Source: an optimization exercise on an open RTL-to-GDS flow (aim: small area, a short achievable clock period and few clock cycles). Production flows keep margins and buffers that such runs may drop. In this exercise RTL edits were held to simulation tests only and were not proved equivalent to the original. No activity file was given, so power comes from the tool's default toggle rates.

File: config.mk
export PLATFORM = sky130hd
export DESIGN_NAME = axi4_sram
export DESIGN_NICKNAME = axi4_sram
export VERILOG_FILES = /design/flow/design.v
export SDC_FILE = /design/flow/constraint.sdc
export NUM_CORES = 4
export LEC_CHECK = 0
export CAP_MARGIN = 20
export CORE_MARGIN = 2
export CORE_UTILIZATION = 45
export PLACE_DENSITY = 0.6
export SLEW_MARGIN = 20
export SYNTH_MEMORY_MAX_BITS = 8192
File: constraint.sdc
create_clock -name core_clock -period 6.0 [get_ports {ACLK}]
set_input_delay 1.2000 -clock core_clock [delete_from_list [all_inputs] [get_ports {ACLK}]]
set_output_delay 1.2000 -clock core_clock [all_outputs]
set_load 0.01 [all_outputs]
File: design.v
`timescale 1ns/1ps
module simple_memory #(
  parameter ADDR_WIDTH = 32,
  parameter DATA_WIDTH = 32,
  parameter MEM_DEPTH  = 1024
)(
  input  wire                      clk,
  input  wire                      rst,
  input  wire                      write_en,
  input  wire [ADDR_WIDTH-3:0]     addr,        
  input  wire [DATA_WIDTH-1:0]     write_data,
  output reg  [DATA_WIDTH-1:0]     read_data
);
  reg [DATA_WIDTH-1:0] mem [0:MEM_DEPTH-1];
  always @(posedge clk) begin
    if (write_en) begin
      mem[addr] <= write_data;
    end
    read_data <= mem[addr];  
  end
endmodule
`timescale 1ns/1ps
module axi4_memory_controller #(
  parameter ADDR_WIDTH = 32,
  parameter DATA_WIDTH = 32,
  parameter WORD_BITS  = ADDR_WIDTH-2    
)(
  input  wire                   ACLK,
  input  wire                   ARESETn,
  input  wire [ADDR_WIDTH-1:0] AWADDR,
  input  wire [7:0]            AWLEN,
  input  wire [2:0]            AWSIZE,
  input  wire [1:0]            AWBURST,
  input  wire                  AWVALID,
  output reg                   AWREADY,
  input  wire [DATA_WIDTH-1:0] WDATA,
  input  wire                  WVALID,
  input  wire                  WLAST,
  output reg                   WREADY,
  output reg [1:0]             BRESP,
  output reg                   BVALID,
  input  wire                  BREADY,
  input  wire [ADDR_WIDTH-1:0] ARADDR,
  input  wire [7:0]            ARLEN,
  input  wire [2:0]            ARSIZE,
  input  wire [1:0]            ARBURST,
  input  wire                  ARVALID,
  output reg                   ARREADY,
  output wire [DATA_WIDTH-1:0] RDATA,
  output reg                   RVALID,
  output reg                   RLAST,
  input  wire                  RREADY,
  output wire [WORD_BITS-1:0]  mem_addr,
  output reg                   mem_write_en,
  output reg  [DATA_WIDTH-1:0] mem_write_data,
  input  wire [DATA_WIDTH-1:0] mem_read_data
);
  localparam S_IDLE        = 3'b000;
  localparam S_WRITE_ADDR  = 3'b001;
  localparam S_WRITE_DATA  = 3'b010;
  localparam S_WRITE_RESP  = 3'b011;
  localparam S_READ_ADDR   = 3'b100;
  localparam S_READ_WAIT   = 3'b101;
  localparam S_READ_DATA   = 3'b110;
  reg [2:0] state;
  reg [7:0] burst_len;
  reg [7:0] burst_cnt;
  reg [WORD_BITS-1:0] addr_reg;     
  reg [WORD_BITS-1:0] wr_addr;      
  assign RDATA = mem_read_data;
  wire rd_advance = (state == S_READ_DATA) && RREADY && !RLAST;
  assign mem_addr = mem_write_en ? wr_addr :
                    rd_advance   ? addr_reg + 1'b1 : addr_reg;
  always @(posedge ACLK or negedge ARESETn) begin
    if (!ARESETn) begin
      AWREADY        <= 0;
      WREADY         <= 0;
      BVALID         <= 0;
      BRESP          <= 0;
      ARREADY        <= 0;
      RVALID         <= 0;
      RLAST          <= 0;
      wr_addr        <= 0;
      mem_write_en   <= 0;
      mem_write_data <= 0;
      burst_cnt      <= 0;
      burst_len      <= 0;
      addr_reg       <= 0;
      state          <= S_IDLE;
    end else begin
      AWREADY        <= 0;
      ARREADY        <= 0;
      mem_write_en   <= 0;
      case (state)
        S_IDLE: begin
          if (AWVALID) begin
            AWREADY   <= 1;
            WREADY    <= 1;
            addr_reg  <= AWADDR[WORD_BITS+1:2];  
            burst_len <= AWLEN;
            burst_cnt <= 0;
            state     <= S_WRITE_DATA;
          end else if (ARVALID) begin
            ARREADY   <= 1;
            addr_reg  <= ARADDR[WORD_BITS+1:2];
            burst_len <= ARLEN;
            burst_cnt <= 0;
            state     <= S_READ_WAIT;
          end
        end
        S_WRITE_DATA: begin
          if (WVALID) begin
            wr_addr        <= addr_reg + burst_cnt[WORD_BITS-1:0];
            mem_write_en   <= 1;
            mem_write_data <= WDATA;
            burst_cnt      <= burst_cnt + 1;
            if (WLAST) begin
              WREADY <= 0;
              BVALID <= 1;
              BRESP  <= 2'b00;  
              state  <= S_WRITE_RESP;
            end
          end
        end
        S_WRITE_RESP: begin
          if (BREADY) begin
            BVALID <= 0;
            state  <= S_IDLE;
          end
        end
        S_READ_WAIT: begin
          RVALID <= 1;
          RLAST  <= (burst_len == 0);
          state  <= S_READ_DATA;
        end
        S_READ_DATA: begin
          if (RREADY) begin
            if (RLAST) begin
              RVALID <= 0;
              RLAST  <= 0;
              state  <= S_IDLE;
            end else begin
              addr_reg  <= addr_reg + 1'b1;
              burst_cnt <= burst_cnt + 1;
              RLAST     <= (burst_cnt + 8'd1 == burst_len);
            end
          end
        end
        default: state <= S_IDLE;
      endcase
    end
  end
endmodule
`timescale 1ns/1ps
module axi4_sram (
  input  wire        ACLK,
  input  wire        ARESETn,
  input  wire [31:0] AWADDR,
  input  wire [7:0]  AWLEN,
  input  wire [2:0]  AWSIZE,
  input  wire [1:0]  AWBURST,
  input  wire        AWVALID,
  output wire        AWREADY,
  input  wire [31:0] WDATA,
  input  wire        WVALID,
  input  wire        WLAST,
  output wire        WREADY,
  output wire [1:0]  BRESP,
  output wire        BVALID,
  input  wire        BREADY,
  input  wire [31:0] ARADDR,
  input  wire [7:0]  ARLEN,
  input  wire [2:0]  ARSIZE,
  input  wire [1:0]  ARBURST,
  input  wire        ARVALID,
  output wire        ARREADY,
  output wire [31:0] RDATA,
  output wire        RVALID,
  output wire        RLAST,
  input  wire        RREADY
);
  wire [6:0]  mem_addr;
  wire        mem_write_en;
  wire [31:0] mem_write_data;
  wire [31:0] mem_read_data;
  axi4_memory_controller #(
    .ADDR_WIDTH(32),
    .DATA_WIDTH(32),
    .WORD_BITS(7)
  ) u_ctrl (
    .ACLK(ACLK), .ARESETn(ARESETn),
    .AWADDR(AWADDR), .AWLEN(AWLEN), .AWSIZE(AWSIZE), .AWBURST(AWBURST),
    .AWVALID(AWVALID), .AWREADY(AWREADY),
    .WDATA(WDATA), .WVALID(WVALID), .WLAST(WLAST), .WREADY(WREADY),
    .BRESP(BRESP), .BVALID(BVALID), .BREADY(BREADY),
    .ARADDR(ARADDR), .ARLEN(ARLEN), .ARSIZE(ARSIZE), .ARBURST(ARBURST),
    .ARVALID(ARVALID), .ARREADY(ARREADY),
    .RDATA(RDATA), .RVALID(RVALID), .RLAST(RLAST), .RREADY(RREADY),
    .mem_addr(mem_addr), .mem_write_en(mem_write_en),
    .mem_write_data(mem_write_data), .mem_read_data(mem_read_data)
  );
  simple_memory #(
    .ADDR_WIDTH(9),
    .DATA_WIDTH(32),
    .MEM_DEPTH(128)
  ) u_mem (
    .clk(ACLK),
    .rst(~ARESETn),
    .write_en(mem_write_en),
    .addr(mem_addr),
    .write_data(mem_write_data),
    .read_data(mem_read_data)
  );
endmodule
File: run.sh
#!/bin/bash
# synth_recipe.tcl (not shown) runs the flow's synth.tcl, then flattens the netlist and writes it again
# the make line also repeats each setting of config.mk as NAME=value (left out here)
make -C /OpenROAD-flow-scripts/flow DESIGN_CONFIG=/design/flow/config.mk WORK_HOME=/design/flow/orfs CLKGATE_MAP_FILE= SYNTH_SCRIPT=/design/flow/synth_recipe.tcl finish
==> key figures <==
Synth
  – Post-synth EDFFs: 4096
  – Post-Syn Area: 166000 um2
  – Synth async-reset ratio: 1.71%
  – Synth Area per Inst: 12.4 um2
  – Share of the synthesized area in the top cell type: 74.0%
  – Seq/Total Area, Yosys: 75.5%
  – Ranking of synthesized cells by area: edfxtp_1 (74%), nand2_1 (9.5%), nand3_1 (9.1%), a21oi_1 (1.4%), dfrtp_1 (1.1%)
  – Post-synthesis cell type count: 67
  – Mapped Cells: 13400
  – Ys flop type: edfxtp_1
  – #FFs+latches synth: 4200
  – Ys Warns: 2
  – Area leader, netlist: edfxtp_1

Routing
  – Detailed-route wire length: 504000 um
  – DR iter-0 viols: 14500
  – DR WL met3: 46400 um
  – Routed vias: 110000
  – Post-route DRC violation count: 0
  – Vias per cell: 5.81
  – M1 WL: 210000 um
  – Detail Route Antenna Nets: 0
  – Post-DR wirelength/cell: 26.6 um
  – Detailed Routing Iterations Pass 1: 8
  – Uppermost layer routed: met5
  – DR WL met2: 230000 um

Die
  – Num rows: 223
  – Die Span X: 612 um
  – Die ar.: 374000 um2
  – IO Pins: 170
  – Starting Density: 45.1%
  – Die Span Y: 612 um
  – Core area: 368000 um2

GRT
  – Antenna violations before repair: 28
  – First-pass GRT wire length: 725000 um
  – Total grt overflow: 0
  – GRT Total Usage: 26.4%
  – Largest net degree at the start of global routing: 110
  – Vias in the first global route: 103000

Clock network
  – # resized after CTS: 0
  – Clk slew on worst S/H paths: 0.06 ns
  – CTS buffer count: 435
  – Setup bufs post-CTS: 0
  – Later-pin clock latency in the skew report: 1.00 ns
  – Clock Path Buffers: 4
  – # hold bufs at CTS: 0
  – TritonCTS Sinks: 4200
  – Root Driver: clkbuf_16
  – CTS tree: yes
  – H-tree lvl count: 5

Setup path
  – Worst Path Max Fanout: 36
  – Critical path class: reg -> reg
  – Critical-path cell list: and3b_1, a21oi_1, o31ai_4, buf_12, buf_12, nand3_1, nand3_1, a21oi_1, nor4_2, buf_4, nand4_1
  – CP Data Required Time: 6.69 ns
  – Startpoint Class: register
  – WP data arrival: 5.86 ns
  – Critical-path top delay cell: o31ai_4
  – Crit path largest cell delay: 0.93 ns
  – Cells on worst reg2reg path: 11
  – Worst Setup End Kind: register

Timing
  – Tmin final: 5.17 ns
  – Slew headroom: 14.1%
  – Fin. Hold Viols: 0
  – Setup-failing EPs final: 0
  – RSZ-0062 raised after global routing: no
  – Final Cycle Share: 86.1%
  – Worst Skew: 0.0952 ns
  – Slew Viols, Final: 0
  – Max Clk Rate: 0.194 GHz
  – Setup TNS: 0 ns
  – Slew @ Worst Pin: 1.28 ns

Job
  – Max_cap viols: 0

Place
  – RD Place Congestion: 0.853
  – Port Buffers: 107
  – Dpl cells: 18200
  – Placed cell areas: 179000 um2
  – Post-DP HPWL: 298000 um

Layout
  – Layout cells sized above 1: 11.2%
  – Post-route cell area: 192000 um2
  – Most common cell after layout, fill and taps aside: nand2_1
  – Nets: 13900
  – Biggest regs: u_mem.mem (4096), u_ctrl.mem_write_data (32), u_mem.read_data (32)
  – Layout Cells excl Fill: 19000
  – Max FFs per register: 4096
  – Most frequent cells in the layout: nand2_1 (4181), edfxtp_1 (4096), nand3_1 (3024)
  – Area growth syn-to-layout: 15.7%
  – Reg with most FFs: u_mem.mem

Power
  – Power, Total: 106 mW
  – Max rail drop VDD: 0.443 mV
  – PwrDens: 554 nW/um2
  – Static Leak: 66.7 nW

Worst hold path
  – Hold Path Class: in -> async

Run status
  – Outcome: no timing/DRC/antenna violations
## cell families after synthesis
family / after synthesis / synth area share, %
AOI/OAI and AO/OA: 568 / 1.85
xor gates and xnor gates: 21 / 0.111
adders and majority gates: 9 / 0.0723
buffers and inverters: 896 / 2.32
DFF: 4200 / 75.5
muxes: 20 / 0.169
other: 1 / 0.00226
and+or+nand+nor: 7650 / 20.0
## where the power goes
group	internal, mW	switching (mW)
Clock	14.5	11.3
Combinational	11.9	29.5
Sequential	36.9	2.33
## worst max-delay path, delay by kind of cell, from the launching register on
| kind | cells | cell delay [ns] |
|---|---|---|
| buf+inv | 3 | 0.87 |
| simple gates | 5 | 1.84 |
| flops | 1 | 0.59 |
| compound gates | 3 | 1.53 |
## synth_stat cells (32+ instances only)
master,instances
nand2_1,4197
edfxtp_1,4096
nand3_1,3028
a21oi_1,479
clkbuf_1,450
buf_2,319
nor2_1,164
nor4_1,103
buf_1,98
dfrtp_1,72
nand4_1,69
nor3_1,44
o21ai_0,33
dfxtp_1,32
## area by class of cell
class	count	area (um2)
inverters	11	41.3
fillers	30900	176000
well taps	4837	6050
multi-input cells	8270	38200
flip-flops and latches	4200	126000
diodes	15	37.5
clock inverters	236	1830
repair buffers	837	8860
clock buffers	568	11700
## final timing paths
check,slack [ns],start,to
max,0.83,u_ctrl.state[2]$_DFFE_PN0P_,u_mem.read_data[12]$_DFF_P_
min,0.15,ARESETn,u_ctrl.burst_cnt[7]$_DFFE_PN0P_
max reg2reg,0.83,u_ctrl.state[2]$_DFFE_PN0P_,u_mem.read_data[12]$_DFF_P_
min reg2reg,0.48,u_ctrl.wr_addr[1]$_DFFE_PN0P_,u_ctrl.wr_addr[1]$_DFFE_PN0P_
max in group asynchronous,4.80,ARESETn,u_ctrl.mem_write_data[21]$_DFFE_PN0P_
min in group core_clock,0.48,u_ctrl.wr_addr[1]$_DFFE_PN0P_,u_ctrl.wr_addr[1]$_DFFE_PN0P_
## per-stage QoR
step	worst slack, ns	hold WS, ns	utilization (%)
after floorplan	1.35	0.441	-
after global placement	0.140	0.454	48.5
after detailed placement	0.0891	0.470	48.5
after CTS	0.749	0.0874	52.2
after global routing	0.692	0.146	52.2
final	0.833	0.149	52.2
## metal layers
layer / vias up / global-route usage (%)
met4: 6 / 9.13
li1: 48900 / -
met5: - / 0
met2: 5382 / 40.9
met1: 55300 / 38.1
met3: 767 / 4.17
Testbench counts, summed over its fixed seeds: cycles 30,712.

## re-timing with driven ports
The results above use ideal ports. As a check the final layout listed here was re-extracted and re-timed, cells and wires unchanged. Step 1, drivers: a clkbuf_16 drives ACLK and a buf_2 each remaining input, both assumed. Step 2 moves the port delays by t, midway between the first and last clock arrival at a register: inputs arrive t later, outputs are due t later. That takes back most of the time a late clock gives input paths. Three values: ideal, step 1, step 2; two values: the first two.
shift t [ns]: 1.058
setup WS [ns]: 0.833 / 0.833 / 0.032
hold slack, ns: 0.149 / 0.074 / 0.482
pins driven straight from the clock port: 1
After both steps setup and hold are still met in this run. For this run, drivers alone change the setup slack by 0.000 ns; drivers and shift together by -0.801 ns.
